This is an optimization exercise on Yosys and OpenROAD, whose aim is small area, not a production implementation.
RTL that was checked went through simulation tests only; none was proved equivalent to the original.
For run 2, only the layout was checked, not whether the RTL still works.
The clock cells of runs 4, 5 and 7 come from the design's own scripts or RTL, not from TritonCTS.
The clock port is modelled as an ideal driver, which makes a skipped or thinned clock tree look cheaper than it is; a real chip needs a root buffer or a tree.
No activity file was given, so power comes from the tool's default toggle rates.

`design/flow/config.mk`:
```
export PLATFORM = sky130hd
export DESIGN_NAME = Top
export DESIGN_NICKNAME = Top
export VERILOG_FILES = /design/flow/design.v
export SDC_FILE = /design/flow/constraint.sdc
export NUM_CORES = 4
export LEC_CHECK = 0
export CAP_MARGIN = 20
export CORE_MARGIN = 2
export CORE_UTILIZATION = 75
export PLACE_DENSITY = 0.8
export SLEW_MARGIN = 20
```
`design/flow/constraint.sdc`:
```
create_clock -name core_clock -period 10.0 [get_ports {clk_1MHz}]
set_input_delay 2.0000 -clock core_clock [delete_from_list [all_inputs] [get_ports {clk_1MHz}]]
set_output_delay 2.0000 -clock core_clock [all_outputs]
set_load 0.01 [all_outputs]
```
`design/flow/design.v`:
```
module Top (
    input  logic       clk_1MHz,
    input  logic       reset,
    input  logic       data_in,
    input  logic       write_in,
    input  logic       dequeue_in,
    output logic [7:0] fila_data_out,
    output logic [7:0] fila_len_out
);
    logic [3:0] a, b;
    logic       fast, slow;
    assign fast = a[3] & a[0];
    assign slow = a[2] & ~a[1] & ~a[0] & b[3] & b[0];
    always_ff @(posedge clk_1MHz or posedge reset) begin
        if (reset) begin
            a <= 4'd5;
            b <= 4'd4;
        end else begin
            a <= fast ? 4'd0 : a + 4'd1;
            if (fast) b <= (b[3] & b[0]) ? 4'd0 : b + 4'd1;
        end
    end
    logic [3:0] s;
    logic [7:0] buffer;
    logic       busy;
    logic [3:0] len;
    logic [7:0] mem [8];
    logic [7:0] dout;
    logic recv, req, full, empty, enq, deq, inc;
    assign recv  = ~s[3];
    assign req   = s[3] & ~s[1] & s[0];
    assign full  = len[3];
    assign empty = (len == 4'd0);
    assign enq   = slow & ~busy & req & ~full;
    assign deq   = slow & ~busy & ~(req & ~full) & dequeue_in & ~empty;
    assign inc   = (fast & (recv ? write_in : ~req)) | enq;
    always_ff @(posedge clk_1MHz or posedge reset) begin
        if (reset) begin
            s    <= 4'd0;
            busy <= 1'b0;
            len  <= 4'd0;
            dout <= 8'd0;
        end else begin
            if (inc) s <= (s[3] & s[1] & s[0]) ? 4'd0 : s + 4'd1;
            if (slow) busy <= ~busy & ((req & ~full) | (dequeue_in & ~empty));
            if (enq) len <= len + 4'd1;
            else if (deq) len <= len - 4'd1;
            if (deq) dout <= head;
        end
    end
    logic [2:0] q;
    logic [7:0] head;
    logic       ins;
    assign ins = ({1'b0, q} == len);
    always_ff @(posedge clk_1MHz or posedge reset) begin
        if (reset) q <= 3'd0;
        else if (!deq) q <= q + 3'd1;
    end
    always_ff @(posedge clk_1MHz) begin
        if (fast & recv & write_in) buffer <= {data_in, buffer[7:1]};
        mem[0] <= ins ? buffer : mem[7];
        for (int i = 1; i < 8; i++) mem[i] <= mem[i - 1];
        if (q == 3'd0) head <= mem[7];
    end
    assign fila_data_out = dout;
    assign fila_len_out  = {4'd0, len};
endmodule
```
`design/flow/flow/run.sh`:
```
#!/bin/bash
# Standard ORFS layout with 1-drive port buffers, no CTS dummy loads, and
# every gate shrunk to its smallest size before the placement repair (which
# then resizes or buffers what needs it).
set -euo pipefail
here=$(pwd)
bash standard.sh \
  "BUFFER_PORTS_ARGS=-buffer_cell sky130_fd_sc_hd__buf_1" \
  "CTS_ARGS=-sink_clustering_enable -repair_clock_nets -dont_use_dummy_load" \
  "PRE_RESIZE_TCL=$here/flow/downsize.tcl" \
  finish > make.log 2>&1
```
`design/flow/flow/downsize.tcl`:
```
# Swap every combinational cell for the smallest-footprint cell of the same
# function (same name up to the drive suffix). Registers and clock cells stay.
proc my_downsize {} {
  set db [ord::get_db]
  set block [ord::get_db_block]
  set n 0
  foreach inst [$block getInsts] {
    set m [$inst getMaster]
    set name [$m getName]
    if {![regexp {^(sky130_fd_sc_hd__([a-z0-9]+))_([0-9]+)$} $name -> base func drv]} { continue }
    if {[regexp {^(df|edf|sdf|dl|clk|tap|fill|decap|conb|lpflow|probe|diode)} $func]} { continue }
    set best $m
    foreach d {0 1 2} {
      set c [$db findMaster ${base}_$d]
      if {$c eq "NULL" || $c eq ""} { continue }
      if {[$c getWidth] < [$best getWidth]} { set best $c }
    }
    if {$best ne $m} {
      $inst swapMaster $best
      incr n
    }
  }
  puts "my_downsize: swapped $n cells"
}
my_downsize
```
`design/flow/standard.sh`:
```
#!/bin/bash
# synth_recipe.tcl (not shown) runs the flow's synth.tcl, then flattens the netlist and writes it again
# the make line also repeats each setting of config.mk as NAME=value (left out here)
make -C /OpenROAD-flow-scripts/flow DESIGN_CONFIG=/design/flow/config.mk WORK_HOME=/design/flow/orfs CLKGATE_MAP_FILE= SYNTH_SCRIPT=/design/flow/synth_recipe.tcl "${@:-finish}"
```
==> metrics.sh, run 1 <==
STATUS='no timing/DRC/antenna violations'
POST_SYNTH_FA_HA_MAJ_AREA_FRACTION=0.0322
HOLD_WS_NS=0.329
FLOORPLAN.ROWS=24
ANTENNA_FOUND_INITIAL=0
SUMMED_NEGATIVE_SETUP_SLACK_OVER_ALL_ENDPOINTS_NS=0
CTS_MADE_BUFFERS=9
MOSTFREQUENTLAYOUTCELL='sky130_fd_sc_hd__dfxtp_1'
CLK_PATH_BUF_DEPTH=2
RSZ_0062_RAISED_AFTER_GLOBAL_ROUTING='false'
COUNT_OF_TRITONROUTE_ITERATIONS_IN_THE_FIRST_ROUTING_PASS=4
R2R_CELLS=4
SYNTH_TOP_CELL_BY_AREA='sky130_fd_sc_hd__dfxtp_1'
VIAS_PER_CELL=5.62
CRITPATHLAUNCHTYPE='input pin'
POWER-PER-CELL-AREA_nW_PER_UM2=199
SYNTH_COMPOUND_GATE_AREA_SHARE=0.0382
PLACE_AREA_UM2=3380
LAYOUT-AREA-OVERHEAD-VS-SYNTH_PCT=5.21
SLEW_VIOLATIONS=0
SYNTH.AREA.MUX_SHARE=0.0686
CP.ARRIVAL_NS=3.52
DIE_WIDTH_UM=70.7
NUM_ANTENNA_CELLS=0
WEIGHTED_CONGESTION_AT_THE_END_OF_ROUTABILITY_DRIVEN_GLOBAL_PLACEMENT=0.777
CLOCK_ROOT_BUFFER_MASTER='sky130_fd_sc_hd__clkbuf_8'
FINALCRITICALPERIOD_NS=3.30
LARGEST_NET_DEGREE_AT_THE_START_OF_GLOBAL_ROUTING=29
DRV_CAP=0
DETAIL_ROUTE.ITER0.VIOLATIONS=79
CORE_REGION_AREA_UM2=4320
WORST-R2R-SETUP-SLACK_NS=7.41
IR_WORST_VDD_V=0.000173
FIRST_PASS_GRT_WIRE_LENGTH_UM=8340
CLKSINKCOUNT=108
HOLDCRITSTARTPOINT='mem[0][0]'
INITIAL_CORE_UTIL=0.772
VIA_COUNT=1623
WORSTPATHCELLLIST='buf_1, o41a_1, nand3_1, nor2_1, mux2_2'
NUMBER_OF_BUFFERS_INSERTED_TO_REPAIR_SETUP_AFTER_CTS=0
DIEAREA_UM2=5000
POSTSYNTHREGISTERBITS=108
CRITICAL_PATH_REQUIRED_NS=10.22
SETUP_VIOL=0
YS_TYPES=43
YS_SEQ_AREA_FRAC=0.738
TOP_LEVEL_PINS=21
ROUTEDWLPERCELL_UM=17.0
MAPPEDNETLISTAREA_UM2=3340
DPL.HPWL_UM=3450
INPUT_OUTPUT_BUFFERS=16
FIRST_GLOBAL_VIAS=1669
TRITONCTS_CLOCK_TREE='built'
CRIT_START='dequeue_in'
MAXSLEWHEADROOM=0.403
SYN_INST=213
CRIT_PATH_CATEGORY='input pin to flop'
SYN_AVG_CELL_AREA_UM2=15.7
MAX_STAGE_DELAY_NS=0.73
POST-ROUTE-DRC-COUNT=0
FINAL_NET_COUNT=252
FP.DIEH_UM=70.7
SKEW_PAIR_LATE_INSERTION_DELAY_NS=0.35
CLOCK_SLEW_AT_REPORTED_PATH_FFS_NS=0.08
HOLD_VIOL_FINAL=0
CRITPATHSLOWESTCELL='sky130_fd_sc_hd__nor2_1'
FINISH.CELL_COUNT_WITHOUT_FILLERS=289
FIN_SKEW_NS=0.0274
CRIT_PATH_END='dout[2]'
HOLDCRITPATHCLASS='flop to flop'
ANTENNA_VIOLATING_NETS_POST_ROUTE=0
MAX_H_TREE_LEVEL=3
WORSTPATHMAXFANOUT=10
OVERFLOW=0
WORST_SLEW_PIN_SLEW_NS=0.892
POST_ROUTE_CELLS_DRIVE_ABOVE_1_SHARE=0.156
LEAKAGE_nW=1.50
SYNTHTOPCELLSBYAREA='sky130_fd_sc_hd__dfxtp_1, sky130_fd_sc_hd__dfrtp_1, sky130_fd_sc_hd__edfxtp_1, sky130_fd_sc_hd__mux2_2, sky130_fd_sc_hd__ha_1'
POST-ROUTE-PERIOD-UTIL=0.330
WL_UM=4930
SYNTH-SIMPLE-AREA-SHARE=0.0772
YOSYS_WARNINGS=2
MOST-COMMON-LAYOUT-CELLS='sky130_fd_sc_hd__dfxtp_1, sky130_fd_sc_hd__dfrtp_1, sky130_fd_sc_hd__mux2_2'
PLACE_INST=280
CTS_HOLD_REPAIR.BUFFERS=0
CTSRESIZECOUNT=0
GRT_UTIL_ALL_LAYERS=0.228
SYNTHDOMINANTCELLAREASHARE=0.384
MAXCLOCKFREQUENCY_MHz=303
R2R-END='dout[2]'
WORST_SETUP_PATH_END_KIND='flop'
SYNTH_TOP_FAMILY_BY_AREA='simple AND/OR/NAND/NOR gates'
POST_SYNTH_XOR_AREA_FRACTION=0.0262
LAYOUT.CELL_AREA.NON_FILLER_UM2=3510
WORSTREG2REGSTART='a[2]'
[cell type report]
cell class	count	area, µm²
Multi-Input combinational cell	97	768
Inverter	6	22.5
Clock buffer	9	124
Fill cell	234	811
Timing Repair Buffer	17	67.6
Tap cell	52	65.1
Sequential cell	108	2470
[stage by stage]
step	power (W)	utilization	setup slack [ns]
floorplan	0.000501	-	6.94
global placement	0.000506	0.795	6.58
detailed placement	0.000507	0.783	6.33
CTS	0.000701	0.811	6.69
global route	0.000726	0.813	6.56
finish	0.000699	0.813	6.70
[critical path: cells and delay by family]
kind	cells	cell delay, ns
AOI/OAI and AO/OA	1	0.17
buffers and inverters	1	0.07
muxes	1	0.42
and+or+nand+nor	2	0.86
[cell families (layout without fill, tap and decap cells)]
kind of cell / Yosys count / in the layout
simple gates: 37 / 37
xor+xnor: 10 / 10
fa+ha+maj: 8 / 8
other cells: 1 / 4
flops: 108 / 108
compound gates: 18 / 18
mux: 20 / 20
buf+inv: 11 / 32
[synth_stat cells, drive strengths merged]
library cell and instances:
a21o 1, a21oi 2, a221o 1, a22o 1
a31o 1, a31oi 1, and2 3, and3b 2
and4bb 1, buf 5, conb 1, dfrtp 25
dfstp 3, dfxtp 64, edfxtp 16, fa 1
ha 7, inv 6, mux2 20, nand2 11
nand2b 1, nand3 5, nand3b 1, nand4 2
nor2 6, nor2b 1, nor3b 2, nor4 2
o21ai 6, o221ai 1, o22ai 1, o31a 1
o31ai 1, o41a 1, xnor2 5, xor2 5
[metal layers]
layer / track usage / part of all wire / vias up
li1: - / - / 768
met2: 0.356 / 0.51 / 51
met4: 0.0797 / 0.017 / 0
met5: 0 / 0 / -
met3: 0.0869 / 0.053 / 9
met1: 0.296 / 0.42 / 795
[where the power goes]
part           internal [W]  switching [W]
Combinational     0.0000180      0.0000241
Sequential         0.000447     0.00000923
Clock             0.0000811       0.000119
Total              0.000546       0.000153
[sequential cells by signal, indices dropped and copies added (netlist names)]
| register | cells |
|---|---|
| mem | 64 |
| buffer | 8 |
| dout | 8 |
| head | 8 |
| a | 4 |
| b | 4 |
| len | 4 |
| s | 4 |
| q | 3 |
| busy | 1 |
[worst min-delay path by stage]
stage,to,slack (ns),depth (start not counted)
finish,mem[1][0],0.33,0
CTS,mem[1][0],0.33,0
global route,mem[1][0],0.33,0
global placement,mem[7][4],0.31,0
detailed placement,mem[3][7],0.31,0
floorplan,mem[1][0],0.31,0
==> run 2, diff against run 1 <==
--- a/design/flow/design.v
+++ b/design/flow/design.v
@@ -10,13 +10,16 @@
     logic [3:0] a, b;
     logic       fast, slow;
-    assign fast = a[3] & a[0];
-    assign slow = a[2] & ~a[1] & ~a[0] & b[3] & b[0];
+    function automatic logic [3:0] step(input logic [3:0] v);
+        step = {v[2:0], v[3] ? ~(v[0] | v[1]) : v[0]};
+    endfunction
+    assign fast = ~a[2] & ~a[1] & ~a[0];
+    assign slow = a[2] & a[1] & ~a[0] & ~b[2] & ~b[1] & ~b[0];
     always_ff @(posedge clk_1MHz or posedge reset) begin
         if (reset) begin
-            a <= 4'd5;
-            b <= 4'd4;
+            a <= 4'd12;
+            b <= 4'd14;
         end else begin
-            a <= fast ? 4'd0 : a + 4'd1;
-            if (fast) b <= (b[3] & b[0]) ? 4'd0 : b + 4'd1;
+            a <= step(a);
+            if (fast) b <= step(b);
         end
     end
==> run 2 against run 1 <==
  * Largest cell class unchanged
  * Core utilization fell by 0.73 points
  * Non-clock buffer count rose by 1
  * Die area rose by 0.96%
  * Cell count fell by 2.4%
==> metrics.sh, run 2 <==
STATUS='no timing/DRC/antenna violations'
MAX_H_TREE_LEVEL=3
CRITPATHLAUNCHTYPE='input pin'
SYNTH_ENABLE_FLOP_CELLS=16
SYNTH_COMMON_CELLS='sky130_fd_sc_hd__dfxtp_1, sky130_fd_sc_hd__dfrtp_1, sky130_fd_sc_hd__mux2_2'
WORSTPATHCELLLIST='buf_1, o41a_1, nand4b_1, mux2_1'
LEAKAGE_nW=1.49
CPLARGESTDELAYFAMILY='multiplexers'
ROUTEDWLPERCELL_UM=17.1
MAX_STAGE_DELAY_NS=0.52
HOLD_VIOL_FINAL=0
POSTSYNTHREGISTERBITS=108
YS_TYPES=45
OVERFLOW=0
NUM_ANTENNA_CELLS=0
WORST_SETUP_PATH_END_KIND='flop'
LARGEST_REGISTER_FF_COUNT=64
SEQ_AREA_UM2=2470
FINALCRITICALPERIOD_NS=3.10
CORE_REGION_AREA_UM2=4350
RSZ_0062_RAISED_AFTER_GLOBAL_ROUTING='false'
WORST-R2R-SETUP-SLACK_NS=7.75
SWITCHINGPOWER_W=0.000166
MULTI_INPUT_AREA_UM2=753
POST-ROUTE-DRC-COUNT=0
POST-ROUTE-PERIOD-UTIL=0.310
ANTENNA_VIOLATING_NETS_POST_ROUTE=0
SYNTH_TOP_CELL_BY_AREA='sky130_fd_sc_hd__dfxtp_1'
MAXSLEWHEADROOM=0.496
CTS_HOLD_REPAIR.BUFFERS=0
DPL.HPWL_UM=3220
MAPPEDNETLISTAREA_UM2=3370
WORSTPATHMAXFANOUT=12
DETAIL_ROUTE.ITER0.VIOLATIONS=105
WEIGHTED_CONGESTION_AT_THE_END_OF_ROUTABILITY_DRIVEN_GLOBAL_PLACEMENT=0.806
LAYOUT-AREA-OVERHEAD-VS-SYNTH_PCT=3.93
FILLER_CELL_COUNT=232
DRV_CAP=0
CP_NUM_BUF_INV=1
SYN_AVG_CELL_AREA_UM2=16.3
CP.ARRIVAL_NS=3.31
SUMMED_NEGATIVE_SETUP_SLACK_OVER_ALL_ENDPOINTS_NS=0
CTSRESIZECOUNT=0
HOLDCRITPATHCLASS='flop to flop'
TRITONCTS_CLOCK_TREE='built'
FP.DIEH_UM=71.1
INITIAL_CORE_UTIL=0.775
DIE_WIDTH_UM=71.1
FIRST_PASS_GRT_WIRE_LENGTH_UM=8070
VIAS_PER_CELL=5.57
MAXCLOCKFREQUENCY_MHz=323
SYNTH_ASYNC_SR_FLOP_SHARE=0.259
SYNTHDOMINANTCELLAREASHARE=0.380
CLK_PATH_BUF_DEPTH=2
SYNTHTOPCELLSBYAREA='sky130_fd_sc_hd__dfxtp_1, sky130_fd_sc_hd__dfrtp_1, sky130_fd_sc_hd__edfxtp_1, sky130_fd_sc_hd__mux2_2, sky130_fd_sc_hd__dfstp_2'
SYN_INST=207
NUMBER_OF_BUFFERS_INSERTED_TO_REPAIR_SETUP_AFTER_CTS=0
CLOCK_ROOT_BUFFER_MASTER='sky130_fd_sc_hd__clkbuf_8'
ANTENNA_FOUND_INITIAL=0
CRIT_PATH_CATEGORY='input pin to flop'
CLKSINKCOUNT=108
IR_WORST_VDD_V=0.000192
FIRST_GLOBAL_VIAS=1651
LARGEST_NET_DEGREE_AT_THE_START_OF_GLOBAL_ROUTING=29
P_SEQ_FRAC=0.663
YOSYS.CELL_COUNT.TOP_TYPE='sky130_fd_sc_hd__dfxtp_1'
WL_UM=4820
CTS_MADE_BUFFERS=9
POWER.SHARE.SWITCHING=0.224
FIN_UTIL=0.805
POWER.INTERNAL_W=0.000576
FIN_SKEW_NS=0.0274
CLKPWRFRAC=0.272
DIEAREA_UM2=5050
MOST-COMMON-LAYOUT-CELLS='sky130_fd_sc_hd__dfxtp_1, sky130_fd_sc_hd__dfrtp_1, sky130_fd_sc_hd__mux2_2'
CRITPATHSLOWESTCELL='sky130_fd_sc_hd__mux2_1'
TOP_REGISTER='mem'
SETUP_VIOL=0
POWER.SHARE.COMBINATIONAL=0.066
INPUT_OUTPUT_BUFFERS=16
SLEW_VIOLATIONS=0
GRT_UTIL_ALL_LAYERS=0.220
FINAL_NET_COUNT=243
CRITICAL_PATH_REQUIRED_NS=10.21
TOP_LEVEL_PINS=21
MOSTFREQUENTLAYOUTCELL='sky130_fd_sc_hd__dfxtp_1'
YS_SEQ_AREA_FRAC=0.732
POST_ROUTE_CELLS_DRIVE_ABOVE_1_SHARE=0.165
POWER-PER-CELL-AREA_nW_PER_UM2=212
FLOORPLAN.ROWS=24
WORST_SLEW_PIN_SLEW_NS=0.754
COUNT_OF_TRITONROUTE_ITERATIONS_IN_THE_FIRST_ROUTING_PASS=4
VIA_COUNT=1571
YOSYS_WARNINGS=2
YOSYS_MOST_USED_DFF='sky130_fd_sc_hd__dfxtp_1'
SKEW_PAIR_LATE_INSERTION_DELAY_NS=0.36
CLOCK_SLEW_AT_REPORTED_PATH_FFS_NS=0.08
-- run 2: area by class of cell --
type,count,share of cell area
multi-input combinational,91,0.215
clock buffer,9,0.0353
tap,52,0.0186
sequential,108,0.704
inverter,4,0.00428
timing repair buffer,18,0.0228
-- run 2: worst reg2reg max path, cell delays in order, from the launching register on --
cell	delay, ns
sky130_fd_sc_hd__dfrtp_1	0.43
sky130_fd_sc_hd__nor3_1	0.63
sky130_fd_sc_hd__o21ai_0	0.38
sky130_fd_sc_hd__o21ai_1	0.31
sky130_fd_sc_hd__mux2_2	0.37
-- run 2: cells by family (layout without fill, tap and decap cells) --
logic type / Yosys count / count (layout) / synth area share
AO/OA/AOI/OAI: 16 / 16 / 0.0382
XOR/XNOR: 8 / 8 / 0.0230
AND/OR/NAND/NOR: 32 / 32 / 0.0668
buffers and inverters: 11 / 31 / 0.0249
flip-flops: 108 / 108 / 0.732
adder cells (fa/ha/maj): 6 / 6 / 0.0245
other: 1 / 4 / 0.00111
multiplexers: 25 / 25 / 0.0898
-- run 2: power groups by stage --
stage / Combinational (W) / Sequential [W] / Clock [W]
2_1_floorplan: 0.0000401 / 0.000494 / 0
3_3_place_gp: 0.0000439 / 0.000498 / 0
3_5_place_dp: 0.0000485 / 0.000500 / 0
4_1_cts: 0.0000484 / 0.000491 / 0.000206
5_1_grt: 0.0000533 / 0.000496 / 0.000220
6_report: 0.0000487 / 0.000491 / 0.000202
-- run 2: final timing paths --
check | cells after the start | startpoint | end
max reg2reg | 4 | a[0] | s[1]
max in group asynchronous | 3 | reset | a[3]
min | 0 | mem[2][1] | mem[3][1]
max | 4 | dequeue_in | dout[7]
min reg2reg | 0 | mem[2][1] | mem[3][1]
min in group asynchronous | 2 | reset | dout[4]
-- run 2: layer usage --
| metal | track usage | wire (µm) | vias up |
|---|---|---|---|
| met4 | 0.0776 | 54 | 0 |
| met2 | 0.366 | 2450 | 36 |
| met3 | 0.0755 | 191 | 7 |
| met1 | 0.270 | 2120 | 774 |
| met5 | 0 | 0 | - |
| li1 | - | - | 754 |
-- run 2: through the flow --
stage / area, µm² / hold slack, ns / power (W) / worst slack, ns / cells
after floorplan: 3380 / 0.310 / 0.000534 / 7.03 / 210
after global placement: 3440 / 0.310 / 0.000542 / 6.86 / 271
after detailed placement: 3370 / 0.313 / 0.000549 / 6.52 / 272
after CTS: 3490 / 0.326 / 0.000746 / 6.89 / 281
after global routing: 3510 / 0.338 / 0.000769 / 6.77 / 282
final: 3510 / 0.328 / 0.000742 / 6.90 / 282
==> run 3, diff against run 2 <==
--- a/design/flow/design.v
+++ b/design/flow/design.v
@@ -38,4 +38,16 @@
     assign deq   = slow & ~busy & ~(req & ~full) & dequeue_in & ~empty;
     assign inc   = (fast & (recv ? write_in : ~req)) | enq;
+    logic [3:0] ts, tl;
+    logic [2:0] tq;
+    logic       tb;
+    assign ts[0] = inc;
+    assign ts[1] = inc & s[0];
+    assign ts[2] = inc & s[0] & s[1] & ~s[3];
+    assign ts[3] = inc & s[0] & s[1] & (s[2] | s[3]);
+    assign tl[0] = enq | deq;
+    assign tl[1] = (enq & len[0]) | (deq & ~len[0]);
+    assign tl[2] = (enq & len[0] & len[1]) | (deq & ~len[0] & ~len[1]);
+    assign tl[3] = (enq & len[0] & len[1] & len[2]) | (deq & ~len[0] & ~len[1] & ~len[2]);
+    assign tb = slow & (busy | (req & ~full) | (dequeue_in & ~empty));
     always_ff @(posedge clk_1MHz or posedge reset) begin
         if (reset) begin
@@ -45,8 +57,7 @@
             dout <= 8'd0;
         end else begin
-            if (inc) s <= (s[3] & s[1] & s[0]) ? 4'd0 : s + 4'd1;
-            if (slow) busy <= ~busy & ((req & ~full) | (dequeue_in & ~empty));
-            if (enq) len <= len + 4'd1;
-            else if (deq) len <= len - 4'd1;
+            s    <= s ^ ts;
+            busy <= busy ^ tb;
+            len  <= len ^ tl;
             if (deq) dout <= head;
         end
@@ -56,7 +67,10 @@
     logic       ins;
     assign ins = ({1'b0, q} == len);
+    assign tq[0] = ~deq;
+    assign tq[1] = ~deq & q[0];
+    assign tq[2] = ~deq & q[0] & q[1];
     always_ff @(posedge clk_1MHz or posedge reset) begin
         if (reset) q <= 3'd0;
-        else if (!deq) q <= q + 3'd1;
+        else q <= q ^ tq;
     end
     always_ff @(posedge clk_1MHz) begin
==> run 3 against run 2 <==
  * Via count shrank 12%
  * Core utilization grew 2.8 points
  * Sequential power shrank 2%
  * Total power shrank 4.8%
  * Routed wire length shrank 8.7%
  * Combinational power shrank 36%
  * Synthesized cell count shrank 11%
  * Worst setup slack lost 0.016 ns
  * Largest cell class unchanged
  * Largest power group unchanged
==> metrics.sh, run 3 <==
FIN_SKEW_NS=0.0325
WORST_SLEW_PIN_SLEW_NS=0.957
DESIGN_POWER_TOTAL_W=0.000706
WL_UM=4400
MAXSLEWHEADROOM=0.358
YS_SEQ_AREA_FRAC=0.789
MOST-COMMON-LAYOUT-CELLS='sky130_fd_sc_hd__dfxtp_1, sky130_fd_sc_hd__dfrtp_1, sky130_fd_sc_hd__mux2_2'
CP.ARRIVAL_NS=3.37
MAPPEDNETLISTAREA_UM2=3130
SYNTH_TOP_CELL_BY_AREA='sky130_fd_sc_hd__dfxtp_1'
INPUT_OUTPUT_BUFFERS=16
SYNTHTOPCELLSBYAREA='sky130_fd_sc_hd__dfxtp_1, sky130_fd_sc_hd__dfrtp_1, sky130_fd_sc_hd__edfxtp_1, sky130_fd_sc_hd__mux2_2, sky130_fd_sc_hd__dfstp_2'
MAX_H_TREE_LEVEL=3
CTSRESIZECOUNT=0
WORSTPATHMAXFANOUT=11
FILLER_CELL_COUNT=198
YOSYS_WARNINGS=2
INITIAL_CORE_UTIL=0.782
GRT_UTIL_ALL_LAYERS=0.225
POST_ROUTE_CELLS_DRIVE_ABOVE_1_SHARE=0.199
SYNTHDOMINANTCELLAREASHARE=0.409
COUNT_OF_TRITONROUTE_ITERATIONS_IN_THE_FIRST_ROUTING_PASS=4
YOSYS_MOST_USED_DFF='sky130_fd_sc_hd__dfxtp_1'
TOP_LEVEL_PINS=21
FINAL_NET_COUNT=217
SKEW_PAIR_LATE_INSERTION_DELAY_NS=0.36
POST_SYNTH_FA_HA_MAJ_AREA_FRACTION=0.0160
CTS_MADE_BUFFERS=9
POWER-PER-CELL-AREA_nW_PER_UM2=212
RSZ_0062_RAISED_AFTER_GLOBAL_ROUTING='false'
SYNTH.AREA.MUX_SHARE=0.0820
CRITICAL_PATH_REQUIRED_NS=10.26
IR_WORST_VDD_V=0.000180
NUM_ANTENNA_CELLS=0
LARGEST_REGISTER_FF_COUNT=64
ANTENNA_VIOLATING_NETS_POST_ROUTE=0
FIRST_PASS_GRT_WIRE_LENGTH_UM=7070
ANTENNA_FOUND_INITIAL=0
PLACE_AREA_UM2=3210
CORE_REGION_AREA_UM2=4000
DETAIL_ROUTE.ITER0.VIOLATIONS=61
POST-ROUTE-DRC-COUNT=0
LEAKAGE_nW=1.41
POST_SYNTH_XOR_AREA_FRACTION=0.0224
CLOCK_ROOT_BUFFER_MASTER='sky130_fd_sc_hd__clkbuf_8'
CTS_HOLD_REPAIR.BUFFERS=0
LAYOUT-AREA-OVERHEAD-VS-SYNTH_PCT=6.56
SYNTH_COMPOUND_GATE_AREA_SHARE=0.0176
FP.DIEH_UM=68.6
STATUS='no timing/DRC/antenna violations'
ROUTEDWLPERCELL_UM=17.2
POSTSYNTHREGISTERBITS=108
WORST_SETUP_PATH_END_KIND='flop'
LARGEST_NET_DEGREE_AT_THE_START_OF_GLOBAL_ROUTING=29
CLOCK_SLEW_AT_REPORTED_PATH_FFS_NS=0.10
SYN_INST=184
SUMMED_NEGATIVE_SETUP_SLACK_OVER_ALL_ENDPOINTS_NS=0
SYNTH_ASYNC_SR_FLOP_SHARE=0.259
VIAS_PER_CELL=5.42
DIE_WIDTH_UM=68.6
DIEAREA_UM2=4710
NUMBER_OF_BUFFERS_INSERTED_TO_REPAIR_SETUP_AFTER_CTS=0
CLKSINKCOUNT=108
CLK_PATH_BUF_DEPTH=2
MAXCLOCKFREQUENCY_MHz=321
TRITONCTS_CLOCK_TREE='built'
SYNTH_TOP_FAMILY_BY_AREA='multiplexers'
FLOORPLAN.ROWS=23
SYNTH_COMMON_CELLS='sky130_fd_sc_hd__dfxtp_1, sky130_fd_sc_hd__dfrtp_1, sky130_fd_sc_hd__mux2_2'
MOSTFREQUENTLAYOUTCELL='sky130_fd_sc_hd__dfxtp_1'
OVERFLOW=0
VIA_COUNT=1388
TOP_REGISTER='mem'
HOLD_VIOL_FINAL=0
SETUP_VIOL=0
YS_TYPES=33
CRIT_PATH_CATEGORY='input pin to flop'
HOLDCRITPATHCLASS='flop to flop'
CRITPATHLAUNCHTYPE='input pin'
FIRST_GLOBAL_VIAS=1450
SYN_AVG_CELL_AREA_UM2=17.0
DPL.HPWL_UM=3040
SYNTH-SIMPLE-AREA-SHARE=0.0516
LAYOUT.CELL_AREA.NON_FILLER_UM2=3330
FINALCRITICALPERIOD_NS=3.11
SLEW_VIOLATIONS=0
POST-ROUTE-PERIOD-UTIL=0.311
WEIGHTED_CONGESTION_AT_THE_END_OF_ROUTABILITY_DRIVEN_GLOBAL_PLACEMENT=0.706
SYNTH_ENABLE_FLOP_CELLS=16
DRV_CAP=0
YOSYS.CELL_COUNT.TOP_TYPE='sky130_fd_sc_hd__dfxtp_1'
run 3: cell count changes in the layout (fill, tap and decap cells not counted), sizes merged, moves of 2 or more:
| cell | change |
|---|---|
| nand2 | -5 |
| nand3 | -2 |
| nand4b | -2 |
| mux2 | -3 |
| o21ai | -4 |
| nor3 | +2 |
| a211oi | -2 |
| inv | -2 |
run 3: routing by layer:
metal	global-route usage	part of all wire
met1	0.270	0.43
met2	0.359	0.51
met3	0.104	0.047
met4	0.0750	0.0066
met5	0	0
run 3: cell families after synthesis:
| logic type | Yosys count |
|---|---|
| buffers and inverters | 9 |
| other | 1 |
| AND/OR/NAND/NOR | 24 |
| XOR/XNOR | 8 |
| adder cells (fa/ha/maj) | 4 |
| flip-flops | 108 |
| AO/OA/AOI/OAI | 7 |
| multiplexers | 23 |
run 3: where the power goes:
part	internal (W)	switching [W]
clock network	0.0000809	0.000115
logic	0.0000145	0.0000166
registers	0.000465	0.0000134
total	0.000561	0.000145
run 3: critical path, stage by stage:
cell                      delay [ns]
sky130_fd_sc_hd__buf_1          0.12
sky130_fd_sc_hd__o41a_1         0.19
sky130_fd_sc_hd__nand4_1        0.49
sky130_fd_sc_hd__o22ai_1        0.42
sky130_fd_sc_hd__xnor2_1        0.16
run 3: through the flow:
step / utilization / worst slack [ns] / hold WS, ns / instances
floorplan: - / 7.08 / 0.310 / 187
global placement: 0.802 / 6.74 / 0.311 / 246
detailed placement: 0.801 / 6.57 / 0.312 / 247
CTS: 0.832 / 6.92 / 0.315 / 256
global route: 0.834 / 6.79 / 0.317 / 256
finish: 0.834 / 6.89 / 0.314 / 256
run 3: path summary, 6_finish.rpt:
check	startpoint	endpoint	slack (ns)	cells past startpoint
worst min-delay path	mem[6][3]	mem[7][3]	0.31	0
min in group asynchronous	reset	s[0]	1.72	2
max in group asynchronous	reset	dout[6]	7.81	2
worst max register to register	len[0]	mem[0][4]	7.98	4
worst max-delay path	dequeue_in	len[2]	6.89	5
worst min register to register	mem[6][3]	mem[7][3]	0.31	0
run 3: cell type report:
type	instances	area, µm²	area share
multi-input cells	70	604	0.181
well taps	50	62.6	0.0188
flip-flops and latches	108	2470	0.740
inverters	2	7.51	0.00225
repair buffers	17	67.6	0.0203
clock buffers	9	124	0.0371
==> run 4, diff against run 3 <==
==> design/flow/flow/run.sh (replaced) <==
#!/bin/bash
# Standard ORFS layout with 1-drive port buffers, every gate shrunk to its
# smallest size before the placement repair (which then resizes or buffers
# what needs it), and CTS's tree replaced by a flat one of a few large
# clock buffers, each driving an equal share of the registers.
set -euo pipefail
here=$(pwd)
bash standard.sh \
  "BUFFER_PORTS_ARGS=-buffer_cell sky130_fd_sc_hd__buf_1" \
  "CTS_ARGS=-sink_clustering_enable -repair_clock_nets -dont_use_dummy_load" \
  "PRE_RESIZE_TCL=$here/flow/downsize.tcl" \
  "POST_CTS_TCL=$here/flow/handtree.tcl" \
  finish > make.log 2>&1
==> design/flow/flow/handtree.tcl (new file) <==
# Replace the clock tree that CTS built with a flat one: the clock port
# drives NX*NY clock buffers of type CELL, each driving the registers in one
# cell of an NX by NY grid that splits the registers into equal groups
# (columns by x, then rows by y within each column).
proc my_collect_clock {net bufs_var sinks_var} {
  upvar $bufs_var bufs
  upvar $sinks_var sinks
  foreach it [$net getITerms] {
    if {[$it isOutputSignal]} { continue }
    set inst [$it getInst]
    set m [[$inst getMaster] getName]
    if {[regexp {__clk(buf|inv)} $m] || [string match clkload* [$inst getName]]} {
      lappend bufs $inst
      foreach o [$inst getITerms] {
        if {[$o isOutputSignal] && [$o getNet] ne "NULL"} {
          my_collect_clock [$o getNet] bufs sinks
        }
      }
    } else {
      lappend sinks $it
    }
  }
}

proc my_hand_tree {nx ny cell} {
  set db [ord::get_db]
  set block [ord::get_db_block]
  set root [[$block findBTerm clk_1MHz] getNet]
  set bufs {}
  set sinks {}
  my_collect_clock $root bufs sinks
  foreach inst $bufs {
    foreach o [$inst getITerms] {
      set n [$o getNet]
      if {$n ne "NULL" && [$o isOutputSignal]} {
        $o disconnect
        if {[llength [$n getITerms]] == 0 || [$n getName] ne [$root getName]} {
          foreach x [$n getITerms] { $x disconnect }
          odb::dbNet_destroy $n
        }
      }
    }
    odb::dbInst_destroy $inst
  }
  set pts {}
  foreach it $sinks {
    $it connect $root
    set xy [$it getAvgXY]
    lappend pts [list [lindex $xy 1] [lindex $xy 2] $it]
  }
  set master [$db findMaster $cell]
  set pts [lsort -real -index 0 $pts]
  set n [llength $pts]
  set b 0
  for {set i 0} {$i < $nx} {incr i} {
    set col [lrange $pts [expr {$i * $n / $nx}] [expr {($i + 1) * $n / $nx - 1}]]
    set col [lsort -real -index 1 $col]
    set m [llength $col]
    for {set j 0} {$j < $ny} {incr j} {
      set grp [lrange $col [expr {$j * $m / $ny}] [expr {($j + 1) * $m / $ny - 1}]]
      set net [odb::dbNet_create $block clknet_hand_$b]
      $net setSigType CLOCK
      set inst [odb::dbInst_create $block $master clkbuf_hand_$b]
      set sx 0
      set sy 0
      foreach s $grp {
        set it [lindex $s 2]
        $it disconnect
        $it connect $net
        set sx [expr {$sx + [lindex $s 0]}]
        set sy [expr {$sy + [lindex $s 1]}]
      }
      set k [llength $grp]
      $inst setLocation [expr {int($sx / $k)}] [expr {int($sy / $k)}]
      $inst setPlacementStatus PLACED
      [$inst findITerm A] connect $root
      [$inst findITerm X] connect $net
      incr b
    }
  }
  puts "my_hand_tree: removed [llength $bufs] CTS cells, $n sinks on $b x $cell"
  detailed_placement
  check_placement
}
my_hand_tree 1 3 sky130_fd_sc_hd__clkbuf_16
==> run 4 against run 3 <==
  * Sequential share of layout area increased by 1.1 points
  * Combinational power about the same
  * Global-route usage decreased by 0.87 points
  * Worst setup slack got worse by 0.16 ns
  * Total power decreased by 5.8%
  * Clock power decreased by 21%
  * Design area decreased by 1.5%
  * Sequential power about the same
  * Worst hold slack improved by 0.026 ns
  * Synthesized cell count unchanged
  * Critical path type unchanged
==> metrics.sh, run 4 <==
STATUS='no timing/DRC/antenna violations'
MAXSLEWHEADROOM=0.359
INPUT_OUTPUT_BUFFERS=16
CRITPATHLAUNCHTYPE='input pin'
TOP_REGISTER='mem'
R2R-END='mem[0][4]'
POWER-PER-CELL-AREA_nW_PER_UM2=202
WORST_SLEW_PIN_SLEW_NS=0.955
DPL.HPWL_UM=3040
TOP_LEVEL_PINS=21
FIRST_PASS_GRT_WIRE_LENGTH_UM=7100
ANTENNA_FOUND_INITIAL=0
CRITICAL_PATH_REQUIRED_NS=10.11
SEQ_AREA_UM2=2470
NUM_ANTENNA_CELLS=0
DIE_WIDTH_UM=68.6
YOSYS_MOST_USED_DFF='sky130_fd_sc_hd__dfxtp_1'
R2R_CELLS=4
POSTLAYOUTSETUPSLACKWORST_NS=6.73
WORST-R2R-SETUP-SLACK_NS=7.89
POST-PLACE-WS_NS=6.57
FIN_SKEW_NS=0.00533
FILLER_CELL_COUNT=204
OVERFLOW=0
MAPPEDNETLISTAREA_UM2=3130
FP.DIEH_UM=68.6
HOLD_WS_NS=0.340
DETAIL_ROUTE.ITER0.VIOLATIONS=37
SYN_INST=184
LARGEST_NET_DEGREE_AT_THE_START_OF_GLOBAL_ROUTING=37
LEAKAGE_nW=1.38
CP.ARRIVAL_NS=3.38
SLEW_VIOLATIONS=0
FINAL_NET_COUNT=211
HOLDCRITSTARTPOINT='mem[6][3]'
VIA_COUNT=1371
POST_ROUTE_CELLS_DRIVE_ABOVE_1_SHARE=0.175
SUMMED_NEGATIVE_SETUP_SLACK_OVER_ALL_ENDPOINTS_NS=0
WEIGHTED_CONGESTION_AT_THE_END_OF_ROUTABILITY_DRIVEN_GLOBAL_PLACEMENT=0.706
POST-ROUTE-DRC-COUNT=0
WORSTREG2REGSTART='len[0]'
SYNTH_COMMON_CELLS='sky130_fd_sc_hd__dfxtp_1, sky130_fd_sc_hd__dfrtp_1, sky130_fd_sc_hd__mux2_2'
GRT_UTIL_ALL_LAYERS=0.216
SKEW_PAIR_LATE_INSERTION_DELAY_NS=0.18
SYNTH_TOP_CELL_BY_AREA='sky130_fd_sc_hd__dfxtp_1'
HOLD_VIOL_FINAL=0
WL_UM=4590
SYNTH_ENABLE_FLOP_CELLS=16
YOSYS.CELL_COUNT.TOP_TYPE='sky130_fd_sc_hd__dfxtp_1'
DRV_CAP=0
WORSTHOLDPATHCELLS=0
SYNTH_ASYNC_SR_FLOP_SHARE=0.259
IR_WORST_VDD_V=0.000172
POST-ROUTE-PERIOD-UTIL=0.327
SETUP_VIOL=0
CORE_REGION_AREA_UM2=4000
DIEAREA_UM2=4710
ANTENNA_VIOLATING_NETS_POST_ROUTE=0
SYNTHTOPCELLSBYAREA='sky130_fd_sc_hd__dfxtp_1, sky130_fd_sc_hd__dfrtp_1, sky130_fd_sc_hd__edfxtp_1, sky130_fd_sc_hd__mux2_2, sky130_fd_sc_hd__dfstp_2'
VIAS_PER_CELL=5.48
FLOORPLAN.ROWS=23
LARGEST_REGISTER_FF_COUNT=64
CLOCK_SLEW_AT_REPORTED_PATH_FFS_NS=0.12
WORSTPATHMAXFANOUT=11
ROUTEDWLPERCELL_UM=18.3
CRIT_PATH_CATEGORY='input pin to flop'
DESIGN_POWER_TOTAL_W=0.000665
SYNTHDOMINANTCELLAREASHARE=0.409
MAXCLOCKFREQUENCY_MHz=306
INITIAL_CORE_UTIL=0.782
COUNT_OF_TRITONROUTE_ITERATIONS_IN_THE_FIRST_ROUTING_PASS=4
POSTSYNTHREGISTERBITS=108
CLKSINKCOUNT=108
YS_TYPES=33
MOSTFREQUENTLAYOUTCELL='sky130_fd_sc_hd__dfxtp_1'
FINALCRITICALPERIOD_NS=3.27
MULTI_INPUT_AREA_UM2=604
WORST_SETUP_PATH_END_KIND='flop'
YS_SEQ_AREA_FRAC=0.789
FIN_UTIL=0.821
RSZ_0062_RAISED_AFTER_GLOBAL_ROUTING='false'
YOSYS_WARNINGS=2
HOLDCRITPATHCLASS='flop to flop'
LAYOUT-AREA-OVERHEAD-VS-SYNTH_PCT=5.00
TIMING.HOLD.WORST_ENDPOINT='mem[7][3]'
FIRST_GLOBAL_VIAS=1414
SYN_AVG_CELL_AREA_UM2=17.0
MOST-COMMON-LAYOUT-CELLS='sky130_fd_sc_hd__dfxtp_1, sky130_fd_sc_hd__dfrtp_1, sky130_fd_sc_hd__mux2_2'
[run 4: cell counts after synthesis]
Identical to the previous run, type by type.
[run 4: per-layer routing]
| metal | track usage | vias up | wire length, µm |
|---|---|---|---|
| met4 | 0.0750 | 0 | 96 |
| met2 | 0.373 | 28 | 2270 |
| met5 | 0 | - | 0 |
| met3 | 0.0244 | 7 | 129 |
| li1 | - | 652 | - |
| met1 | 0.285 | 684 | 2090 |
[run 4: worst max-delay path by stage]
stage	slack (ns)	startpoint	endpoint	cells past startpoint
final	6.73	dequeue_in	len[2]	5
after global routing	6.59	dequeue_in	len[2]	5
after detailed placement	6.57	dequeue_in	len[2]	5
after global placement	6.74	dequeue_in	len[2]	5
after floorplan	7.08	dequeue_in	q[2]	5
[run 4: area by class of cell]
type                       count  share of cell area
tap                           50              0.0190
multi-input combinational     70               0.184
buffer                         3              0.0228
timing repair buffer          17              0.0206
inverter                       2             0.00228
sequential                   108               0.751
[run 4: worst max-delay path: stages]
cell and delay, ns:
sky130_fd_sc_hd__buf_1 0.11, sky130_fd_sc_hd__o41a_1 0.18, sky130_fd_sc_hd__nand4_1 0.50, sky130_fd_sc_hd__o22ai_1 0.42
sky130_fd_sc_hd__xnor2_1 0.16
[run 4: cells by family (layout without fill, tap and decap cells)]
kind of cell,count (synthesis),after routing,synth area share
compound gates,7,7,0.0176
xor+xnor,8,8,0.0224
fa+ha+maj,4,4,0.0160
buf+inv,9,22,0.0204
flops,108,108,0.789
mux,23,23,0.0820
other cells,1,4,0.00120
simple gates,24,24,0.0516
[run 4: where the power goes]
group	internal (W)	leakage [nW]	switching (W)	total, W
combinational	0.0000146	0.314	0.0000166	0.0000311
sequential	0.000465	1.03	0.0000135	0.000479
clock	0.0000563	0.0370	0.0000983	0.000155
total	0.000536	1.38	0.000128	0.000665
[run 4: through the flow]
step | cell area, µm² | instances
finish | 3290 | 250
global route | 3290 | 250
detailed placement | 3210 | 247
global placement | 3210 | 246
floorplan | 3140 | 187
==> run 5, diff against run 4 <==
--- a/design/flow/flow/handtree.tcl
+++ b/design/flow/flow/handtree.tcl
@@ -83,3 +83,3 @@
   check_placement
 }
-my_hand_tree 1 3 sky130_fd_sc_hd__clkbuf_16
+my_hand_tree 2 2 sky130_fd_sc_hd__clkbuf_16
==> run 5 against run 4 <==
  * Clock skew up 0.0041 ns
  * Register-to-register slack gained 0.02 ns
  * Highest routed layer unchanged
  * Clock power up 12%
  * Area after synthesis unchanged
  * Combinational power grew 6%
  * Die area unchanged
  * Via count grew 3.1%
  * Critical path depth stayed put
  * Maximum frequency fell by 2.1%
  * Cell count up 0.80%
==> metrics.sh, run 5 <==
VIA_COUNT=1414
LEAKAGE_nW=1.41
VIAS_PER_CELL=5.61
MAX_STAGE_DELAY_NS=0.49
WORSTPATHMAXFANOUT=11
FP.DIEH_UM=68.6
DIEAREA_UM2=4710
SYNTHTOPCELLSBYAREA='sky130_fd_sc_hd__dfxtp_1, sky130_fd_sc_hd__dfrtp_1, sky130_fd_sc_hd__edfxtp_1, sky130_fd_sc_hd__mux2_2, sky130_fd_sc_hd__dfstp_2'
IR_WORST_VDD_V=0.000232
COUNT_OF_TRITONROUTE_ITERATIONS_IN_THE_FIRST_ROUTING_PASS=4
CPLARGESTDELAYFAMILY='compound AO/OA/AOI/OAI gates'
YOSYS_WARNINGS=2
ANTENNA_VIOLATING_NETS_POST_ROUTE=0
ANTENNA_FOUND_INITIAL=0
STATUS='no timing/DRC/antenna violations'
NUM_ANTENNA_CELLS=0
TOP_LEVEL_PINS=21
DPL.HPWL_UM=3040
MOSTFREQUENTLAYOUTCELL='sky130_fd_sc_hd__dfxtp_1'
SKEW_PAIR_LATE_INSERTION_DELAY_NS=0.16
YOSYS_MOST_USED_DFF='sky130_fd_sc_hd__dfxtp_1'
LARGEST_NET_DEGREE_AT_THE_START_OF_GLOBAL_ROUTING=29
YOSYS.CELL_COUNT.TOP_TYPE='sky130_fd_sc_hd__dfxtp_1'
CLKSINKCOUNT=108
SYNTH_COMMON_CELLS='sky130_fd_sc_hd__dfxtp_1, sky130_fd_sc_hd__dfrtp_1, sky130_fd_sc_hd__mux2_2'
CRITPATHLAUNCHTYPE='input pin'
SETUP_VIOL=0
POST-ROUTE-DRC-COUNT=0
WL_UM=4640
SYN_INST=184
FIN_SKEW_NS=0.00940
INPUT_OUTPUT_BUFFERS=16
YS_TYPES=33
DIE_WIDTH_UM=68.6
FINAL_NET_COUNT=213
CP.ARRIVAL_NS=3.42
LAYOUT-AREA-OVERHEAD-VS-SYNTH_PCT=6.60
GRT_UTIL_ALL_LAYERS=0.220
MAPPEDNETLISTAREA_UM2=3130
POST_ROUTE_CELLS_DRIVE_ABOVE_1_SHARE=0.183
FINISH.CELL_COUNT_WITHOUT_FILLERS=252
CLOCK_SLEW_AT_REPORTED_PATH_FFS_NS=0.10
WORST_SETUP_PATH_END_KIND='flop'
MAXCLOCKFREQUENCY_MHz=299
PLACE_INST=247
CRIT_PATH_CATEGORY='input pin to flop'
ROUTEDWLPERCELL_UM=18.4
SLEW_VIOLATIONS=0
FIRST_PASS_GRT_WIRE_LENGTH_UM=7210
FINALCRITICALPERIOD_NS=3.34
MOST-COMMON-LAYOUT-CELLS='sky130_fd_sc_hd__dfxtp_1, sky130_fd_sc_hd__dfrtp_1, sky130_fd_sc_hd__mux2_2'
CORE_REGION_AREA_UM2=4000
RSZ_0062_RAISED_AFTER_GLOBAL_ROUTING='false'
YS_SEQ_AREA_FRAC=0.789
WORST_SLEW_PIN_SLEW_NS=0.707
CP_NUM_BUF_INV=1
SYNTH_ENABLE_FLOP_CELLS=16
POST-ROUTE-PERIOD-UTIL=0.334
FIRST_GLOBAL_VIAS=1408
DRV_CAP=0
WORSTPATHCELLLIST='buf_1, o41a_1, nand4_1, o22ai_1, xnor2_1'
LARGEST_REGISTER_FF_COUNT=64
HOLD_VIOL_FINAL=0
SYNTH_TOP_CELL_BY_AREA='sky130_fd_sc_hd__dfxtp_1'
TOP_REGISTER='mem'
SYN_AVG_CELL_AREA_UM2=17.0
SYNTH_ASYNC_SR_FLOP_SHARE=0.259
CRITICAL_PATH_REQUIRED_NS=10.08
POWER-PER-CELL-AREA_nW_PER_UM2=206
HOLDCRITPATHCLASS='flop to flop'
MAXSLEWHEADROOM=0.524
INITIAL_CORE_UTIL=0.782
SYNTHDOMINANTCELLAREASHARE=0.409
OVERFLOW=0
SUMMED_NEGATIVE_SETUP_SLACK_OVER_ALL_ENDPOINTS_NS=0
DETAIL_ROUTE.ITER0.VIOLATIONS=71
CRITPATHSLOWESTCELL='sky130_fd_sc_hd__nand4_1'
WEIGHTED_CONGESTION_AT_THE_END_OF_ROUTABILITY_DRIVEN_GLOBAL_PLACEMENT=0.706
FLOORPLAN.ROWS=23
POSTSYNTHREGISTERBITS=108
-- run 5: cell counts after synthesis --
Identical to the previous run, type by type.
-- run 5: layout make-up --
type | instances | area [µm²]
Sequential cell | 108 | 2470
Fill cell | 183 | 664
Multi-Input combinational cell | 70 | 604
Buffer | 4 | 100
Timing Repair Buffer | 18 | 92.6
Tap cell | 50 | 62.6
Inverter | 2 | 7.51
-- run 5: layer usage --
layer	wire [µm]	part of all wire	vias to the layer above	GRT usage
li1	-	-	658	-
met1	2020	0.44	715	0.281
met2	2420	0.52	37	0.386
met3	152	0.033	4	0.0487
met4	52	0.011	0	0.0475
met5	0	0	-	0
-- run 5: cells by family after synthesis --
| kind of cell | count (synthesis) | share of synthesized area |
|---|---|---|
| buffers and inverters | 9 | 0.0204 |
| multiplexers | 23 | 0.0820 |
| AO/OA/AOI/OAI | 7 | 0.0176 |
| flip-flops | 108 | 0.789 |
| XOR/XNOR | 8 | 0.0224 |
| other | 1 | 0.00120 |
| adder cells (fa/ha/maj) | 4 | 0.0160 |
| AND/OR/NAND/NOR | 24 | 0.0516 |
-- run 5: worst register-to-register path, stage by stage, from the launching register on --
cell and delay (ns):
sky130_fd_sc_hd__dfrtp_1 0.49, sky130_fd_sc_hd__xor2_1 0.21, sky130_fd_sc_hd__nor4_2 0.65, sky130_fd_sc_hd__buf_4 0.27, sky130_fd_sc_hd__mux2_2 0.35
-- run 5: metrics by stage --
| step | setup slack, ns | power [W] | cell area, µm² | util | hold slack (ns) |
|---|---|---|---|---|---|
| 2_1_floorplan | 7.08 | 0.000508 | 3140 | - | 0.310 |
| 3_5_place_dp | 6.57 | 0.000520 | 3210 | 0.801 | 0.312 |
| 5_1_grt | 6.57 | 0.000706 | 3340 | 0.834 | 0.334 |
| 6_report | 6.66 | 0.000687 | 3340 | 0.834 | 0.327 |
| 3_3_place_gp | 6.74 | 0.000515 | 3210 | 0.802 | 0.311 |
-- run 5: path summary, 6_finish.rpt --
kind | slack (ns) | cells after the start | endpoint | startpoint
max in group asynchronous | 7.84 | 3 | b[1] | reset
worst max-delay path | 6.66 | 5 | len[2] | dequeue_in
worst max register to register | 7.91 | 4 | mem[0][4] | len[0]
min in group asynchronous | 1.69 | 2 | dout[0] | reset
worst min register to register | 0.33 | 0 | mem[4][7] | mem[3][7]
worst min-delay path | 0.33 | 0 | mem[4][7] | mem[3][7]
-- run 5: power breakdown --
part           total [W]  internal (W)  switching [W]
sequential      0.000480      0.000465      0.0000150
clock           0.000174     0.0000736       0.000100
combinational  0.0000329     0.0000156      0.0000173
==> run 6, diff against run 5 <==
--- a/design/flow/design.v
+++ b/design/flow/design.v
@@ -11,12 +11,12 @@
     logic       fast, slow;
     function automatic logic [3:0] step(input logic [3:0] v);
-        step = {v[2:0], v[3] ? ~(v[0] | v[1]) : v[0]};
+        step = {v[2:0], v[3] ? v[0] : ~(v[0] & v[1])};
     endfunction
-    assign fast = ~a[2] & ~a[1] & ~a[0];
-    assign slow = a[2] & a[1] & ~a[0] & ~b[2] & ~b[1] & ~b[0];
+    assign fast = a[3] & a[2] & a[0];
+    assign slow = a[3] & ~a[2] & ~a[0] & b[3] & b[1] & b[0];
     always_ff @(posedge clk_1MHz or posedge reset) begin
         if (reset) begin
-            a <= 4'd12;
-            b <= 4'd14;
+            a <= 4'd0;
+            b <= 4'd0;
         end else begin
             a <= step(a);
--- a/design/flow/flow/handtree.tcl
+++ b/design/flow/flow/handtree.tcl
@@ -83,3 +83,3 @@
   check_placement
 }
-my_hand_tree 2 2 sky130_fd_sc_hd__clkbuf_16
+my_hand_tree 1 3 sky130_fd_sc_hd__clkbuf_16
--- a/design/flow/config.mk
+++ b/design/flow/config.mk
@@ -8,5 +8,5 @@
 export CAP_MARGIN = 20
 export CORE_MARGIN = 2
-export CORE_UTILIZATION = 75
-export PLACE_DENSITY = 0.8
+export CORE_UTILIZATION = 88
+export PLACE_DENSITY = 0.92
 export SLEW_MARGIN = 20
==> run 6 against run 5 <==
  * The run now fails in detailed placement (3_5_place_dp)
  * Area after synthesis about the same
  * Synthesized cell count decreased by 0.54%
==> metrics.sh, run 6 <==
SYNTH_COMMON_CELLS='sky130_fd_sc_hd__dfxtp_1, sky130_fd_sc_hd__dfrtp_1, sky130_fd_sc_hd__mux2_2'
SYNTHDOMINANTCELLAREASHARE=0.409
SYNTH_ASYNC_SR_FLOP_SHARE=0.259
YOSYS_MOST_USED_DFF='sky130_fd_sc_hd__dfxtp_1'
SYNTH_ENABLE_FLOP_CELLS=16
STOP_STAGE='detailed placement (3_5_place_dp)'
YOSYS.CELL_COUNT.TOP_TYPE='sky130_fd_sc_hd__dfxtp_1'
POSTSYNTHREGISTERBITS=108
YS_TYPES=32
TOOL.ERROR='Error: detail_place.tcl, 38 bad optional access'
DIE_WIDTH_UM=63.6
TOP_LEVEL_PINS=21
MAPPEDNETLISTAREA_UM2=3130
FLOORPLAN.ROWS=21
YS_SEQ_AREA_FRAC=0.787
SYN_AVG_CELL_AREA_UM2=17.1
SYNTH_TOP_CELL_BY_AREA='sky130_fd_sc_hd__dfxtp_1'
SYN_INST=183
WEIGHTED_CONGESTION_AT_THE_END_OF_ROUTABILITY_DRIVEN_GLOBAL_PLACEMENT=0.778
YOSYS_WARNINGS=2
INITIAL_CORE_UTIL=0.924
INPUT_OUTPUT_BUFFERS=16
STATUS='aborted with a tool error'
SYNTHTOPCELLSBYAREA='sky130_fd_sc_hd__dfxtp_1, sky130_fd_sc_hd__dfrtp_1, sky130_fd_sc_hd__edfxtp_1, sky130_fd_sc_hd__mux2_2, sky130_fd_sc_hd__ha_1'
FP.DIEH_UM=63.6
[run 6: changes by cell type after synthesis, moves of 2 or more]
| cell | delta |
|---|---|
| sky130_fd_sc_hd__a21boi_0 | +2 |
| sky130_fd_sc_hd__and4bb_2 | -2 |
| sky130_fd_sc_hd__dfrtp_1 | +5 |
| sky130_fd_sc_hd__dfstp_2 | -5 |
| sky130_fd_sc_hd__nand2_1 | -2 |
| sky130_fd_sc_hd__nand2b_1 | +2 |
| sky130_fd_sc_hd__nor2_1 | -2 |
| sky130_fd_sc_hd__nor3_1 | -2 |
| sky130_fd_sc_hd__nor4_1 | +2 |
[run 6: how the worst min path moves through the flow]
stage | slack, ns | from | depth (start not counted) | end
after global placement | 0.31 | mem[3][1] | 0 | mem[4][1]
after floorplan | 0.31 | mem[0][0] | 0 | mem[1][0]
[run 6: power by group through the flow]
stage             sequential (W)  clock, W  combinational [W]
floorplan               0.000456         0         0.00000659
global placement        0.000456         0         0.00000667
[run 6: metrics by stage]
stage / std cells / hold slack [ns] / worst slack, ns / power (W)
2_1_floorplan: 186 / 0.310 / 6.84 / 0.000463
3_3_place_gp: 243 / 0.311 / 6.76 / 0.000463
[run 6: logic make-up after synthesis]
kind of cell / Yosys count / share of synthesized area
compound gates: 7 / 0.0156
xor+xnor: 8 / 0.0224
fa+ha+maj: 4 / 0.0160
buf+inv: 9 / 0.0216
flops: 108 / 0.787
mux: 23 / 0.0819
other cells: 1 / 0.00120
simple gates: 23 / 0.0548
==> run 7, diff against run 6 <==
--- a/design/flow/flow/run.sh
+++ b/design/flow/flow/run.sh
@@ -11,3 +11,4 @@
   "PRE_RESIZE_TCL=$here/flow/downsize.tcl" \
   "POST_CTS_TCL=$here/flow/handtree.tcl" \
+  SKIP_REPAIR_TIE_FANOUT=1 \
   finish > make.log 2>&1
--- a/design/flow/config.mk
+++ b/design/flow/config.mk
@@ -8,5 +8,5 @@
 export CAP_MARGIN = 20
 export CORE_MARGIN = 2
-export CORE_UTILIZATION = 88
-export PLACE_DENSITY = 0.92
+export CORE_UTILIZATION = 75
+export PLACE_DENSITY = 0.8
 export SLEW_MARGIN = 20
==> run 7 against run 6 <==
  * Now clean on timing, DRC and antenna
  * Synthesized cell count did not move
  * Area after synthesis did not move
==> metrics.sh, run 7 <==
FILLER_CELL_COUNT=197
PLACE_INST=244
POST-ROUTE-DRC-COUNT=0
POSTLAYOUTSETUPSLACKWORST_NS=6.43
ANTENNA_FOUND_INITIAL=0
SYNTHTOPCELLSBYAREA='sky130_fd_sc_hd__dfxtp_1, sky130_fd_sc_hd__dfrtp_1, sky130_fd_sc_hd__edfxtp_1, sky130_fd_sc_hd__mux2_2, sky130_fd_sc_hd__ha_1'
GRT_UTIL_ALL_LAYERS=0.218
FLOORPLAN.ROWS=23
SKEW_PAIR_LATE_INSERTION_DELAY_NS=0.18
DETAIL_ROUTE.ITER0.VIOLATIONS=86
MULTI_INPUT_AREA_UM2=594
TOP_LEVEL_PINS=21
CRITICAL_PATH_REQUIRED_NS=10.07
CRIT_PATH_CATEGORY='input pin to flop'
FP.DIEH_UM=68.6
DESIGN_POWER_TOTAL_W=0.000612
NUM_ANTENNA_CELLS=0
FINALCRITICALPERIOD_NS=3.57
SYNTH_COMMON_CELLS='sky130_fd_sc_hd__dfxtp_1, sky130_fd_sc_hd__dfrtp_1, sky130_fd_sc_hd__mux2_2'
SLEW_VIOLATIONS=0
VIA_COUNT=1386
SYNTH_TOP_CELL_BY_AREA='sky130_fd_sc_hd__dfxtp_1'
POST-ROUTE-PERIOD-UTIL=0.357
POST_ROUTE_CELLS_DRIVE_ABOVE_1_SHARE=0.147
HOLD_VIOL_FINAL=0
SYN_INST=183
COUNT_OF_TRITONROUTE_ITERATIONS_IN_THE_FIRST_ROUTING_PASS=4
SYNTH_ENABLE_FLOP_CELLS=16
FIN_SKEW_NS=0.0117
WORST_SLEW_PIN_SLEW_NS=0.745
OVERFLOW=0
MOSTFREQUENTLAYOUTCELL='sky130_fd_sc_hd__dfxtp_1'
YOSYS.CELL_COUNT.TOP_TYPE='sky130_fd_sc_hd__dfxtp_1'
FINAL_NET_COUNT=208
VIAS_PER_CELL=5.61
DRV_CAP=0
POST-PLACE-WS_NS=6.29
CRITPATHLAUNCHTYPE='input pin'
WEIGHTED_CONGESTION_AT_THE_END_OF_ROUTABILITY_DRIVEN_GLOBAL_PLACEMENT=0.696
STATUS='no timing/DRC/antenna violations'
FINISH.CELL_COUNT_WITHOUT_FILLERS=247
CP.ARRIVAL_NS=3.64
POWER-PER-CELL-AREA_nW_PER_UM2=187
WORST_SETUP_PATH_END_KIND='flop'
TOP_REGISTER='mem'
SYN_AVG_CELL_AREA_UM2=17.1
SETUP_VIOL=0
LARGEST_NET_DEGREE_AT_THE_START_OF_GLOBAL_ROUTING=37
DIEAREA_UM2=4710
MAXCLOCKFREQUENCY_MHz=280
FIN_UTIL=0.818
LAYOUT-AREA-OVERHEAD-VS-SYNTH_PCT=4.48
MAXSLEWHEADROOM=0.501
WORSTPATHMAXFANOUT=12
SUMMED_NEGATIVE_SETUP_SLACK_OVER_ALL_ENDPOINTS_NS=0
MAPPEDNETLISTAREA_UM2=3130
ROUTEDWLPERCELL_UM=19.2
LARGEST_REGISTER_FF_COUNT=64
DIE_WIDTH_UM=68.6
DPL.HPWL_UM=3100
FIRST_GLOBAL_VIAS=1379
INITIAL_CORE_UTIL=0.783
POSTSYNTHREGISTERBITS=108
IR_WORST_VDD_V=0.000121
HOLDCRITPATHCLASS='flop to flop'
YOSYS_WARNINGS=2
CLOCK_SLEW_AT_REPORTED_PATH_FFS_NS=0.12
YOSYS_MOST_USED_DFF='sky130_fd_sc_hd__dfxtp_1'
WL_UM=4750
RSZ_0062_RAISED_AFTER_GLOBAL_ROUTING='false'
ANTENNA_VIOLATING_NETS_POST_ROUTE=0
FIRST_PASS_GRT_WIRE_LENGTH_UM=7160
YS_TYPES=32
LEAKAGE_nW=1.36
CORE_REGION_AREA_UM2=4000
SYNTHDOMINANTCELLAREASHARE=0.409
SYNTH_ASYNC_SR_FLOP_SHARE=0.259
YS_SEQ_AREA_FRAC=0.787
INPUT_OUTPUT_BUFFERS=16
CLKSINKCOUNT=108
SEQ_AREA_UM2=2460
MOST-COMMON-LAYOUT-CELLS='sky130_fd_sc_hd__dfxtp_1, sky130_fd_sc_hd__dfrtp_1, sky130_fd_sc_hd__mux2_2'
==> run 7: cell counts after synthesis <==
Identical to the previous run, type by type.
==> run 7: worst paths after layout <==
| kind | start | end | slack [ns] | depth (start not counted) |
|---|---|---|---|---|
| worst max-delay path | dequeue_in | q[2] | 6.43 | 8 |
| worst min-delay path | mem[2][6] | mem[3][6] | 0.34 | 0 |
| min in group asynchronous | reset | dout[3] | 1.84 | 2 |
| worst min register to register | mem[2][6] | mem[3][6] | 0.34 | 0 |
| max in group asynchronous | reset | a[1] | 7.78 | 2 |
| worst max register to register | a[0] | q[2] | 7.58 | 7 |
==> run 7: routing by layer <==
metal  global-route usage  part of all wire  vias to the layer above
met4               0.0750             0.020                        0
met2                0.382              0.50                       27
li1                     -                 -                      648
met5                    0                 0                        -
met3               0.0308             0.032                       10
met1                0.279              0.44                      701
==> run 7: final cells by class <==
class	instances	area share
multi-input combinational	66	0.182
tap	50	0.0191
buffer	3	0.0230
sequential	108	0.753
timing repair buffer	18	0.0210
inverter	2	0.00230
==> run 7: critical path: stages <==
cell                       delay (ns)
sky130_fd_sc_hd__buf_1           0.09
sky130_fd_sc_hd__nand4b_1        0.11
sky130_fd_sc_hd__nor4_1          0.19
sky130_fd_sc_hd__buf_1           0.54
sky130_fd_sc_hd__inv_1           0.12
sky130_fd_sc_hd__ha_1            0.23
sky130_fd_sc_hd__ha_1            0.20
sky130_fd_sc_hd__xor2_1          0.15
==> run 7: kinds of logic (layout without fill, tap and decap cells) <==
logic type | Yosys count | after routing | share of synthesized area
adder cells (fa/ha/maj) | 4 | 4 | 0.0160
AND/OR/NAND/NOR | 23 | 23 | 0.0548
other | 1 | 1 | 0.00120
multiplexers | 23 | 23 | 0.0819
XOR/XNOR | 8 | 8 | 0.0224
flip-flops | 108 | 108 | 0.787
AO/OA/AOI/OAI | 7 | 7 | 0.0156
buffers and inverters | 9 | 23 | 0.0216
==> run 7: report_power, final <==
part	internal (W)	switching (W)
sequential	0.000444	0.00000347
combinational	0.00000300	0.00000405
clock	0.0000564	0.000101
total	0.000504	0.000109
==> run 7: through the flow <==
step / instance area [µm²] / hold slack [ns]
2_1_floorplan: 3130 / 0.310
3_3_place_gp: 3200 / 0.312
3_5_place_dp: 3190 / 0.312
5_1_grt: 3270 / 0.345
6_report: 3270 / 0.339

## static timing again, ports no longer ideal
No port has a modelled driver above. Below, the same layouts with a new extraction and two added sets of constraints. Step 1 sets driving cells, clkbuf_16 on the clock port and buf_2 on the other inputs (assumed; they add their load-dependent delay and slew). Step 2, shift: input delay + t, output delay - t, t = (earliest + latest rising clock arrival at the registers) / 2. This alone moves slack from input paths to output paths. Three values: ideal ports, drivers, drivers and shift; two values: the first two.
run | shift t [ns] | setup slack, ns | worst setup path at the end | slew at the worst register clock pin (ns)
run 1 | 0.362 | 6.702 / 6.704 / 6.341 | input to register | 0.10 / 0.10
run 2 | 0.368 | 6.905 / 6.904 / 6.536 | input to register | 0.10 / 0.10
run 3 | 0.366 | 6.889 / 6.885 / 6.519 | input to register | 0.10 / 0.10
run 4 | 0.227 | 6.730 / 6.756 / 6.529 | input to register | 0.12 / 0.12
run 5 | 0.224 | 6.659 / 6.699 / 6.475 | input to register | 0.10 / 0.10
run 7 | 0.231 | 6.429 / 6.461 / 6.230 | input to register | 0.12 / 0.12
After both steps setup and hold are still met in every run listed. For run 3, which loses most, drivers alone change the setup slack by -0.004 ns; drivers and shift together by -0.370 ns.
